What follows belongs to an exercise in optimizing a design on an open flow for small area; a production flow would make more cautious choices. The RTL was checked by simulation tests, not by an equivalence proof against the original design. No activity file was given, so power comes from the tool's default toggle rates.

==> flow/config.mk <==
export PLATFORM = sky130hd
export DESIGN_NAME = video_output_ctrl
export DESIGN_NICKNAME = video_output_ctrl
export VERILOG_FILES = /design/flow/design.v
export SDC_FILE = /design/flow/constraint.sdc
export NUM_CORES = 4
export LEC_CHECK = 0
export CAP_MARGIN = 20
export CORE_MARGIN = 2
export CORE_UTILIZATION = 40
export SLEW_MARGIN = 20
==> flow/design.v <==
`timescale 1ns / 1ps
module color_balance #(
	parameter INT_GAIN_RED = 4'd4,
	parameter INT_GAIN_GREEN = 4'd4,
	parameter INT_GAIN_BLUE = 4'd4,
	parameter SHIFT_DIV = 2'd2
 )(
	input clk,
	input [23:0] rgb_in,
	input rgb_in_valid,
	output reg [23:0] rgb_out,
	output reg rgb_out_valid
);
	reg valid_in_reg;	 
	wire[8:0] pre_red, pre_green, pre_blue;
	wire [7:0] red, green, blue;
	assign pre_red = (rgb_in[23:16] >> SHIFT_DIV) * INT_GAIN_RED;
	assign pre_green = (rgb_in[15:8] >> SHIFT_DIV) * INT_GAIN_GREEN;
	assign pre_blue = (rgb_in[7:0] >> SHIFT_DIV) * INT_GAIN_BLUE;
	assign red = (pre_red[8]) ? 8'hFF : pre_red;
	assign green = (pre_green[8]) ? 8'hFF : pre_green;
	assign blue = (pre_blue[8]) ? 8'hFF : pre_blue;
	always@(posedge clk) begin
		valid_in_reg <= rgb_in_valid;
		if (valid_in_reg) begin
			rgb_out <= {red, green, blue};
			rgb_out_valid <= 1;
		end
		else begin
			rgb_out <= 24'd0;
			rgb_out_valid <= 0;
		end		
	end
endmodule
module tmds_pre_encoder(
	input [7:0] i_data,
	output [8:0] qm_o
);
	wire [8:0] dat_xor_s, dat_xnor_s;
	assign dat_xor_s[0] = i_data[0];
	assign dat_xnor_s[0] = i_data[0];
	assign dat_xor_s[8] = 1'b1;
	assign dat_xnor_s[8] = 1'b0;
	genvar l_inst;
	generate
	for (l_inst = 1; l_inst < 8; l_inst = l_inst + 1) begin
		assign dat_xor_s[l_inst]  = i_data[l_inst] ^ dat_xor_s[l_inst-1];
		assign dat_xnor_s[l_inst] = ~(i_data[l_inst] ^ dat_xnor_s[l_inst-1]);
	end
	endgenerate	
	wire [3:0] N1_in = i_data[0] + i_data[1] + i_data[2] + i_data[3] +
					i_data[4] + i_data[5] + i_data[6] + i_data[7];
	wire [8:0] q_m = (N1_in > 4 || (N1_in == 4 && i_data[0] == 0))?dat_xnor_s : dat_xor_s;
	assign qm_o = q_m;
	endmodule
module vga_core #(
	parameter
		HSZ = 10,   
		VSZ = 9     
) (
	input  wire           clk_i,
	input  wire           rst_i,
	output wire [HSZ-1:0] hcount_o,
	output wire [VSZ-1:0] vcount_o,
	output reg            de_o,
	output reg            vsync_o,
	output reg            hsync_o
);
	localparam
		H_RES  = 640,
		H_FP   = 16,
		H_SYNC = 96,
		H_BP   = 48,
		V_RES  = 480,
		V_FP   = 10,
		V_SYNC = 2,
		V_BP   = 33;
	localparam
		H_START_SYNC = H_RES + H_FP,
		H_END_SYNC   = H_START_SYNC + H_SYNC,
		H_MAX_COUNT  = H_END_SYNC + H_BP,
		HMAX_SZ      = $clog2(H_MAX_COUNT),
		V_START_SYNC = V_RES + V_FP,
		V_END_SYNC   = V_START_SYNC + V_SYNC,
		V_MAX_COUNT  = V_END_SYNC + V_BP,
		VMAX_SZ      = $clog2(V_MAX_COUNT);
	reg  [HMAX_SZ-1:0] hcount_s;
	wire hsync_s        = ~(hcount_s >= H_START_SYNC && hcount_s < H_END_SYNC);
	wire clear_hcount_s = (hcount_s == H_MAX_COUNT-1);
	reg  [VMAX_SZ-1:0] vcount_s;
	wire vsync_s        = ~(vcount_s >= V_START_SYNC && vcount_s < V_END_SYNC);
	wire clear_vcount_s = (vcount_s == V_MAX_COUNT-1);
	wire de_s           = (hcount_s <= H_RES-1 && vcount_s <= V_RES-1);
	always @(posedge clk_i) begin
		hsync_o <= hsync_s;
		vsync_o <= vsync_s;
		de_o    <= de_s;
		hcount_s <= hcount_s + 1'b1;
		if (rst_i || clear_hcount_s)
			hcount_s <= 0;
		if (clear_hcount_s)
			vcount_s <= (clear_vcount_s) ? 0 : vcount_s + 1'b1;
		if (rst_i)
			vcount_s <= 0;
	end
	assign hcount_o = hcount_s[HSZ-1:0];
	assign vcount_o = vcount_s[VSZ-1:0];
endmodule
module TMDS_encoder (
	input  wire       i_clk,
	input  wire       i_rst_n,
	input  wire [8:0] i_qm,
	input  wire       i_c0,
	input  wire       i_c1,
	input  wire       i_de,
	output reg  [9:0] o_data
);
	wire [8:0] q_m;
	assign q_m = i_qm;
	wire [8:0] q_m_n = ~q_m;
	wire signed [4:0] N1 = q_m[0] + q_m[1]
			+ q_m[2] + q_m[3] + q_m[4]
			+ q_m[5] + q_m[6] + q_m[7];
	wire signed [4:0] disparity = (N1 << 1) - 5'b0100;
	reg signed [4:0] cntTm;
	always @(posedge i_clk) begin
		if (cntTm == 5'b0 || disparity == 5'b0) begin		
			if (q_m[8] == 1'b1) begin
				o_data <= {2'b01, q_m[7:0]};
				cntTm <= cntTm + disparity;					
			end else begin
				o_data <= {2'b10, q_m_n[7:0]};
				cntTm <= cntTm - disparity;
			end
		end else if (cntTm[4] ^ disparity[4]) begin			
			o_data <= {1'b0, q_m};
			cntTm <= cntTm - $signed({3'b0, q_m_n[8], 1'b0})
					+ disparity;								
		end else begin
			o_data <= {1'b1, q_m[8], q_m_n[7:0]};
			cntTm <= cntTm + {3'b0, q_m[8], 1'b0}
					- disparity;							
		end
		if (!i_de) begin
			case ({i_c1,i_c0})
			2'b00:
				o_data <= 10'b1101010100;  
			2'b01:
				o_data <= 10'b0010101011;  
			2'b10:
				o_data <= 10'b0101010100;  
			2'b11:
				o_data <= 10'b1010101011;  
			endcase
			cntTm <= 5'b0;
		end
		if (!i_rst_n)
			cntTm <= 5'b0;
	end
endmodule
`timescale 1ns / 1ps
module video_output_ctrl (
	input clk_pix,
	input RST_N,
	input[23:0] RGB_data_in,
	input RGB_in_valid,
	output pixel_request,
	output hsync_s, vsync_s,
	output [9:0] tmds_r, tmds_g, tmds_b
);	
    wire[8:0] r_qm, g_qm, b_qm;
    wire de_s;
    wire rst;
    wire [8:0] v_count;
	wire [9:0] h_count;
	reg soft_rst;
	assign rst = (soft_rst | !RST_N);
	reg startup_hold;
	reg [8:0] qm_r, qm_g, qm_b;
	assign pixel_request = de_s;	 
	wire[23:0] RGB_data_cor;
	wire rgb_out_vld;
	color_balance #(
		.INT_GAIN_RED(4'h6),	 
		.INT_GAIN_GREEN(4'h4),	 
		.INT_GAIN_BLUE(4'h6),	 
		.SHIFT_DIV(2'h2)		 
	) color_correct (
		.clk(clk_pix),
		.rgb_in(RGB_data_in),
		.rgb_in_valid(RGB_in_valid),
		.rgb_out(RGB_data_cor),
		.rgb_out_valid(rgb_out_vld)
	);
	tmds_pre_encoder pre_encod_r(
		.i_data(RGB_data_cor[23:16]),
		.qm_o(r_qm)
	);
	tmds_pre_encoder pre_encod_g(
		.i_data(RGB_data_cor[15:8]),
		.qm_o(g_qm)
	);
	tmds_pre_encoder pre_encod_b(
		.i_data(RGB_data_cor[7:0]),
		.qm_o(b_qm)
	);
	localparam
		HRES = 640,
		HSZ  = $clog2(HRES),
		VRES = 480,
		VSZ  = $clog2(VRES);
   vga_core #(
		.HSZ(HSZ), .VSZ(VSZ)
	) vga_inst (.clk_i(clk_pix), .rst_i (rst),
		.hcount_o(h_count), .vcount_o(v_count),
		.de_o(de_s),
		.vsync_o(vsync_s), .hsync_o(hsync_s)
	);
	TMDS_encoder encod_blue (
		.i_clk(clk_pix), .i_rst_n(RST_N), .i_de(de_s),
		.i_qm(qm_b), .i_c0(hsync_s), .i_c1(vsync_s), .o_data(tmds_b));
	TMDS_encoder encod_green (
		.i_clk(clk_pix), .i_rst_n(RST_N), .i_de(de_s),
		.i_qm(qm_g), .i_c0(1'b0), .i_c1(1'b0), .o_data(tmds_g));
	TMDS_encoder encod_red (
		.i_clk(clk_pix), .i_rst_n(RST_N), .i_de(de_s),
		.i_qm(qm_r), .i_c0(1'b0), .i_c1(1'b0), .o_data(tmds_r));
always@(posedge clk_pix) begin
	if (!RST_N) begin
		startup_hold <= 0;
		soft_rst <= 1;
		qm_r <= 0;
		qm_g <= 0;
		qm_b <= 0;
	end
	else if (startup_hold) begin
		qm_r <= r_qm;
		qm_g <= g_qm;
		qm_b <= b_qm;
	end	 
	else begin  
		soft_rst <= 1;
		if (RGB_in_valid) begin
			startup_hold <= 1;
			soft_rst <= 0;
		end
	end
end
endmodule
==> flow/constraint.sdc <==
create_clock -name core_clock -period 6.0 [get_ports {clk_pix}]
set_input_delay 1.2000 -clock core_clock [delete_from_list [all_inputs] [get_ports {clk_pix}]]
set_output_delay 1.2000 -clock core_clock [all_outputs]
set_load 0.01 [all_outputs]
==> flow/run.sh <==
#!/bin/bash
# synth_recipe.tcl (not shown) runs the flow's synth.tcl, then flattens the netlist and writes it again
# the make line also repeats each setting of config.mk as NAME=value (left out here)
make -C /OpenROAD-flow-scripts/flow DESIGN_CONFIG=/design/flow/config.mk WORK_HOME=/design/flow/orfs CLKGATE_MAP_FILE= SYNTH_SCRIPT=/design/flow/synth_recipe.tcl finish
==> flow_summary.toml <==
[status]
outcome = "finished clean"

[critical_path]
worstSetupPathType = "flip-flop to flip-flop"
crit-reg2reg-launch = "qm_b[0]"
worst_r2r_path_depth = 14
crit_arrival_ps = 4960
worst_setup_path_startpoint = "qm_b[0]"
setup.worst_path.end_class = "flip-flop"
cp_data_required_time_ps = 6280
largest_fanout_on_the_critical_path = 17
critical_path.reg2reg.endpoint = "encod_blue.o_data[6]"
reg2reg_slack_ps = 1320
crit_path_start_kind = "flip-flop"

[timing]
hold_viol = 0
fin_skew_ps = 6.73
achievable-frequency_ghz = 0.214
timing.final.crit_share_pct = 78.0
maxSlewHeadroom_pct = 44.9
slew_violations = 0
setup_viol = 0
rsz0062_at_grt = "false"
period_minus_ws_final_ps = 4680
hold_ws_ps = 480
worstMarginPinSlew_ps = 821
final.setup.tns_ps = 0

[die]
floorplan.initialDensity_pct = 40.4
die_height_um = 141
dieArea_um2 = 19900
core_um2 = 18600
io_pins = 60
placementRows = 50
dieWidth_um = 141

[detailed_routing]
final_wirelength_um = 13700
drcViolationCount = 0
firstDrtPassIters = 4
routed_wire_length_per_instance_um = 12.5
dr_total_vias = 5202
viasPerCell = 4.75
drt.antenna.violating_nets = 0
drt_first_iter_violations = 159

[yosys]
syn_inst = 790
ys_async_sr_fraction_pct = 0
synth-seq-area-share_pct = 30.9
ys_dominant_reg_cell = "sky130_fd_sc_hd__dfxtp_1"
number_of_enable_type_register_cells_in_the_synthesized_netlist = 0
synthesis.nets = 928
synthesis.area_per_instance_um2 = 9.51
yosys_register_bits = 116
area_of_the_mapped_netlist_um2 = 7510
netlist-cell-type-count = 59
synth.yosys.warnings = 4

[final_layout]
antenna_cells_inserted = 0
most_frequent_standard_cell_in_the_layout_excluding_fill_and_tap_cells = "sky130_fd_sc_hd__dfxtp_1"
post-route-cell-area_um2 = 8880
fin_nets = 986
largest-register = "color_correct.rgb_out"
drive_above_1_share_pct = 6.97
flip_flop_count_of_the_largest_register_all_copies_and_words_added = 22
syn2layout_area_growth_pct = 18.2
postLayoutCoreUtil_pct = 47.8
final.fill_count = 1801
area_taken_by_multi_input_logic_gates_um2 = 4720
ff_latch_area_um2 = 2320
most-common-layout-cells = "sky130_fd_sc_hd__dfxtp_1 (116), sky130_fd_sc_hd__inv_1 (104), sky130_fd_sc_hd__ha_1 (72)"

[power_and_ir_drop]
vdd_drop_max_v = 0.000256
finalPower_w = 0.00526
cellPowerDensity_nw_per_um2 = 593
static-leakage-power_nw = 3.99

[cts]
root_buffer = "sky130_fd_sc_hd__clkbuf_16"
cts_buffers = 17
clock-sinks = 116
tritoncts = "yes"
clkSlewWorstSetupHoldPaths_ps = 60
clkLatencyLatePin_ps = 420
ctsHtreeMaxLevel = 4
clk_path_buf_depth = 2
ctsHoldBuffers = 0
post_cts_gate_resize_count = 0
cts_setup_buffers = 0

[placement]
dpl-instance-area_um2 = 8270
buffer_ports.inserted = 53
place.detailed.hpwl_um = 10600
gp_congestion = 0.793

[grt]
final_global_route_overflow_total = 0
first_global_vias = 5146
grt_antenna_before_repair = 0
maximum_number_of_pins_on_one_net_before_global_route_repair = 32
first_pass_grt_wire_length_um = 24400
grt_util_all_layers_pct = 15.1

[worst_hold_path]
worstHoldEndpoint = "soft_rst"
min-delay-path-class = "flip-flop to flip-flop"
timing.hold.worst.start = "soft_rst"
holdPathStages = 2

[job]
max_cap_viol_count = 0
-- critical path, stage by stage, from the launching register on --
cell	delay (ps)
sky130_fd_sc_hd__dfxtp_1	340
sky130_fd_sc_hd__ha_1	280
sky130_fd_sc_hd__inv_1	40
sky130_fd_sc_hd__fa_1	510
sky130_fd_sc_hd__fa_1	430
sky130_fd_sc_hd__fa_1	460
sky130_fd_sc_hd__fa_1	550
sky130_fd_sc_hd__inv_1	100
sky130_fd_sc_hd__ha_1	380
sky130_fd_sc_hd__nor2b_1	120
sky130_fd_sc_hd__nor2_1	100
sky130_fd_sc_hd__nand3_1	90
sky130_fd_sc_hd__a21oi_2	600
sky130_fd_sc_hd__nor3_1	110
sky130_fd_sc_hd__o31ai_1	410
-- stage by stage --
| stage | std cells | worst slack, ps |
|---|---|---|
| final | 1095 | 1320 |
| after detailed placement | 1063 | 1360 |
| after CTS | 1095 | 1350 |
| after global routing | 1095 | 1060 |
| after global placement | 1063 | 1430 |
| after floorplan | 790 | 1710 |
-- worst max-delay path by stage --
stage,end,slack (ps),cells past startpoint
2_1_floorplan,encod_red.cntTm[4],1710,16
3_5_place_dp,encod_blue.o_data[4],1360,14
3_3_place_gp,encod_red.cntTm[4],1430,16
6_report,encod_blue.o_data[6],1320,14
5_1_grt,encod_blue.o_data[4],1060,14
4_1_cts,encod_blue.o_data[4],1350,14
-- kinds of logic (layout without fill, tap and decap cells) --
kind of cell	after synthesis	in the layout	synth area share, %
flops	116	116	30.9
xor+xnor	85	85	10.4
buf+inv	121	192	6.30
simple gates	195	195	13.4
compound gates	125	125	11.4
mux	37	37	5.18
fa+ha+maj	111	111	22.4
-- report_power, final --
part / internal (W) / leakage, nW / switching, W
clock: 0.000656 / 0.288 / 0.000372
sequential: 0.000974 / 0.962 / 0.000129
combinational: 0.00151 / 2.74 / 0.00162
total: 0.00314 / 3.99 / 0.00213
-- routing by layer --
metal / global-route usage [%] / up-vias / share of wire [%]
met5: 0 / - / 0
met4: 5.37 / 0 / 1.6
met3: 3.40 / 16 / 2.8
met2: 23.8 / 58 / 44
met1: 20.5 / 2404 / 52
li1: - / 2724 / -
-- final cells by class --
cell class                      instances  share of cell area, %
Timing Repair Buffer                   56                   6.23
Inverter                              104                   4.40
Tap cell                              234                   3.30
Clock buffer                           18                   4.83
Multi-Input combinational cell        553                   53.1
Sequential cell                       116                   26.2
Clock inverter                         14                   1.97
-- cells in the mapped netlist (7+ instances only) --
cell	count	area (um2)
sky130_fd_sc_hd__a211oi_1	12	90.1
sky130_fd_sc_hd__a21o_1	11	82.6
sky130_fd_sc_hd__a21oi_1	27	135
sky130_fd_sc_hd__and2_1	9	56.3
sky130_fd_sc_hd__clkbuf_1	11	41.3
sky130_fd_sc_hd__dfxtp_1	116	2320
sky130_fd_sc_hd__fa_1	39	781
sky130_fd_sc_hd__ha_1	72	901
sky130_fd_sc_hd__inv_1	104	390
sky130_fd_sc_hd__mux2i_1	31	310
sky130_fd_sc_hd__nand2_1	62	233
sky130_fd_sc_hd__nand4_1	7	43.8
sky130_fd_sc_hd__nor2_1	41	154
sky130_fd_sc_hd__nor2b_1	22	138
sky130_fd_sc_hd__nor3_1	15	75.1
sky130_fd_sc_hd__o21a_1	11	82.6
sky130_fd_sc_hd__o21ai_0	28	140
sky130_fd_sc_hd__o31ai_1	8	60.1
sky130_fd_sc_hd__xnor2_1	51	447
sky130_fd_sc_hd__xor2_1	31	272

==> afterwards: timing with drivers on the ports <==
In the flow no input, the clock included, has a driving cell. The finished layout below was timed again as built, in two steps.
Step 1, drivers: a clkbuf_16 drives clk_pix and a buf_2 each remaining input, both assumed.
Step 2 adds t to the input delays and takes it off the output delays; t is the mean of the earliest and latest rising clock arrival at the registers after step 1. Input paths then give back, and output paths get back, about the clock's delay inside the block.
Three values: ideal, step 1, step 2; two values: the first two.
t, ns: 0.458
setup WS [ns]: 1.322 / 1.322 / 1.322
clock arrival spread, ns: 0.008 / 0.007
worst register clock-pin slew, ns: 0.06 / 0.06
After both steps this run still meets setup and hold. For this run, drivers alone change the setup slack by 0.000 ns; drivers and shift together by 0.000 ns.
